Context: an optimization exercise on an open-source flow, tuned for small area and a short achievable clock period. The choices shown serve that exercise and are no tape-out recipe.
Function was checked by simulation only, so behaviour that the tests miss may differ from the original.
Power is estimated from default activity; no workload was simulated.

Setup of old:
// fp16MAC
module fp16MAC(a, b, acc, CLK, RESETn);
	input [15:0] a, b;
	input CLK, RESETn;
	output reg [15:0] acc;
	wire        pre_s;
	wire [4:0]  pre_e;
	wire [1:0]  pre_c;
	fm_mul_pre u_pre(.a(a), .b(b), .s(pre_s), .e(pre_e), .c(pre_c));
	reg        in_s;
	reg [1:0]  in_c;
	reg [4:0]  in_e;
	reg [9:0]  in_ma, in_mb;
	wire [12:0] mul_m;
	wire        mul_st;
	fm_mul_prod u_prod(.ma(in_ma), .mb(in_mb), .m(mul_m), .st(mul_st));
	reg        md_s;
	reg [1:0]  md_c;
	reg [4:0]  md_e;
	reg [12:0] md_m;
	reg        md_st;
	wire [15:0] prod_w;
	fm_mul_round u_rnd(.s(md_s), .e(md_e), .c(md_c), .m(md_m), .st(md_st), .p(prod_w));
	reg [15:0] prod;
	wire [15:0] sum_w;
	fm_add u_add(.A(acc), .B(prod), .Y(sum_w));
	always @(posedge CLK, negedge RESETn) begin
		if (!RESETn) begin
			in_s <= 1'b0;
			in_c <= 2'd0;
			md_s <= 1'b0;
			md_c <= 2'd0;
			prod <= 16'd0;
			acc  <= 16'd0;
		end else begin
			in_s <= pre_s;
			in_c <= pre_c;
			md_s <= in_s;
			md_c <= in_c;
			prod <= prod_w;
			acc  <= sum_w;
		end
	end
	always @(posedge CLK) begin
		in_e  <= pre_e;
		in_ma <= a[9:0];
		in_mb <= b[9:0];
		md_e  <= in_e;
		md_m  <= mul_m;
		md_st <= mul_st;
	end
endmodule
For scale: roughly 1500 cells after synthesis, roughly 82 flip-flops, ~50 I/O pins, about 10000 um^2 of cells after synthesis.
export LEC_CHECK = 0
export ABC_AREA = 1
export CAP_MARGIN = 20
export CORE_MARGIN = 2
export CORE_UTILIZATION = 55
export SLEW_MARGIN = 20
export SYNTH_HIERARCHICAL = 1
create_clock -name core_clock -period 15.5 [get_ports {CLK}]
standard.sh (not shown) runs the stock make flow with config.mk's settings and CLKGATE_MAP_FILE= SYNTH_SCRIPT=/design/flow/synth_recipe.tcl, a recipe that flattens the netlist after the stock synthesis.
==> flow/flow/run.sh <==
#!/bin/bash
# Own flow: the standard layout (standard.sh, unchanged ORFS scripts and
# settings) with its own synthesis script, flow/own_synth.tcl (see there).
# Floorplan, power grid, placement, clock tree and routing are the standard
# flow's.  Each make step writes its full log under orfs/logs/; the make
# output itself goes to standard.log here.
set -euo pipefail
sed -E "s#SYNTH_SCRIPT=[^ ]+#SYNTH_SCRIPT=$PWD/flow/own_synth.tcl SETUP_SLACK_MARGIN=9.8#" standard.sh > own_standard.sh
grep -q "SYNTH_SCRIPT=$PWD/flow/own_synth.tcl" own_standard.sh
bash own_standard.sh > standard.log 2>&1
==> flow/flow/abc_area.script <==
strash
dch
amap
topo
stime -c
buffer -c
upsize -c
dnsize -c
==> flow/flow/abc_fast.script <==
strash
balance
rewrite
refactor
balance
rewrite -z
refactor -z
balance
rewrite -z
refactor -z
balance
dch
map -B 0.9
topo
stime -c
buffer -c
upsize -c
dnsize -c
==> flow/flow/own_synth.tcl <==
set own_dir [file dirname [file normalize [info script]]]
proc synth {args} {
  if {[lsearch -exact $args "fine:"] >= 0} {
    yosys synth -nofsm -noshare -noabc {*}$args
  } else {
    yosys synth -nofsm -noshare {*}$args
  }
}
proc extract_fa {args} { yosys extract_fa {*}$args fm_mul_prod }
proc keep_hierarchy {args} {
  foreach m {fm_add fm_mul_prod fm_mul_round} { yosys setattr -mod -set keep_hierarchy 1 $m }
}
proc abc {args} {
  global own_dir
  set i [expr {[lsearch -exact $args -script] + 1}]
  yosys abc {*}[lreplace $args $i $i $own_dir/abc_fast.script] fm_add
  yosys abc {*}[lreplace $args $i $i $own_dir/abc_area.script] fm_mul_prod fm_mul_round fp16MAC
}
source $::env(SCRIPTS_DIR)/synth.tcl
# left out here: clear keep_hierarchy, flatten, clean up, hide names made inside functions, write 1_2_yosys.v
Edits applied to the flow inputs when going from old to new:
--- a/flow/design.v
+++ b/flow/design.v
@@ -339,21 +339,23 @@
 	wire fs86 = fc68 ^ fs69 ^ fs54;
 	wire fc86 = (fc68 & fs69) | (fc68 & fs54) | (fs69 & fs54);
 	wire fs87 = fc69 ^ fs70 ^ mb[7];
 	wire fc87 = (fc69 & fs70) | (fc69 & mb[7]) | (fs70 & mb[7]);
 	wire fs88 = fc70 ^ fs71 ^ mb[8];
 	wire fc88 = (fc70 & fs71) | (fc70 & mb[8]) | (fs71 & mb[8]);
 	wire fs89 = fc71 ^ ma[9] ^ mb[9];
 	wire fc89 = (fc71 & ma[9]) | (fc71 & mb[9]) | (ma[9] & mb[9]);
 	wire [21:0] ra = {1'b0, fc89, fc88, fc87, fc86, fc85, fc84, fc83, fc82, fc81, fc80, fc79, fc78, fc77, fc76, fc75, fc74, fc73, hc72, hs72, pp_0_1, pp_0_0};
 	wire [21:0] rb = {1'b0, 1'b1, fs89, fs88, fs87, fs86, fs85, fs84, fs83, fs82, fs81, fs80, fs79, fs78, fs77, fs76, fs75, fs74, fs73, pp_2_0, pp_1_0, 1'b0};
-	wire [21:0] p = ra + rb;
+	wire [21:0] p;
+	wire        pc;
+	fm_sk #(22) u_cpa(.a(ra), .b(rb), .cin(1'b0), .sum(p), .cout(pc));
 	assign m  = p[21:9];
 	assign st = |p[8:0];
 endmodule
 module fm_mul_round(s, e, c, m, st, p);
 	input         s;
 	input  [4:0]  e;
 	input  [1:0]  c;
 	input  [12:0] m;      
 	input         st;     
 	output [15:0] p;
==> comparison <==
The flow did not stop early for new: all stages ran, and the layout cleared the timing, DRC and antenna checks. Violation count after the first detailed-route iteration improves in new relative to old. Per the comparison of new with old, net switching power figure saw a decrease, net switching fraction of the power saw a decrease. Number of multi-input logic gates | new below old. old -> new: reported leakage power increased slightly. new vs old — power dropped 5.7%. new: overall via count from detail_route is about 1.9% lower than what old reported. When new is measured against old, its mapped cell area turns out 1.7% lower. [compare] base=old new=new: sum of routed wire length over all layers lost 4.3%; net count of the mapped netlist went down 29; mean post-synth cell area went up; number of non-clock inverters in the layout now larger. Placed cell count in new is 1.7% lower than in old. new can be clocked slower than old.

[port drivers added, routing unchanged]
Ports are ideal in the flow. The routed layouts listed here were re-timed in OpenROAD. Step 1 sets driving cells, clkbuf_16 on the clock port and buf_2 on the other inputs (assumed; they add their load-dependent delay and slew). Step 2 also shifts input and output timing later by t, the mid clock arrival at the registers, as if the neighbouring blocks saw the same clock. Slacks: ideal ports / drivers / drivers and shift; pairs: ideal ports / drivers.
run | t (ns) | setup slack, ns | worst data-port slew with drivers (ns)
old | 0.381 | 10.224 / 10.224 / 10.224 | 0.04
new | 0.386 | 10.167 / 10.167 / 10.167 | 0.03
After both steps every run listed still meets setup and hold.
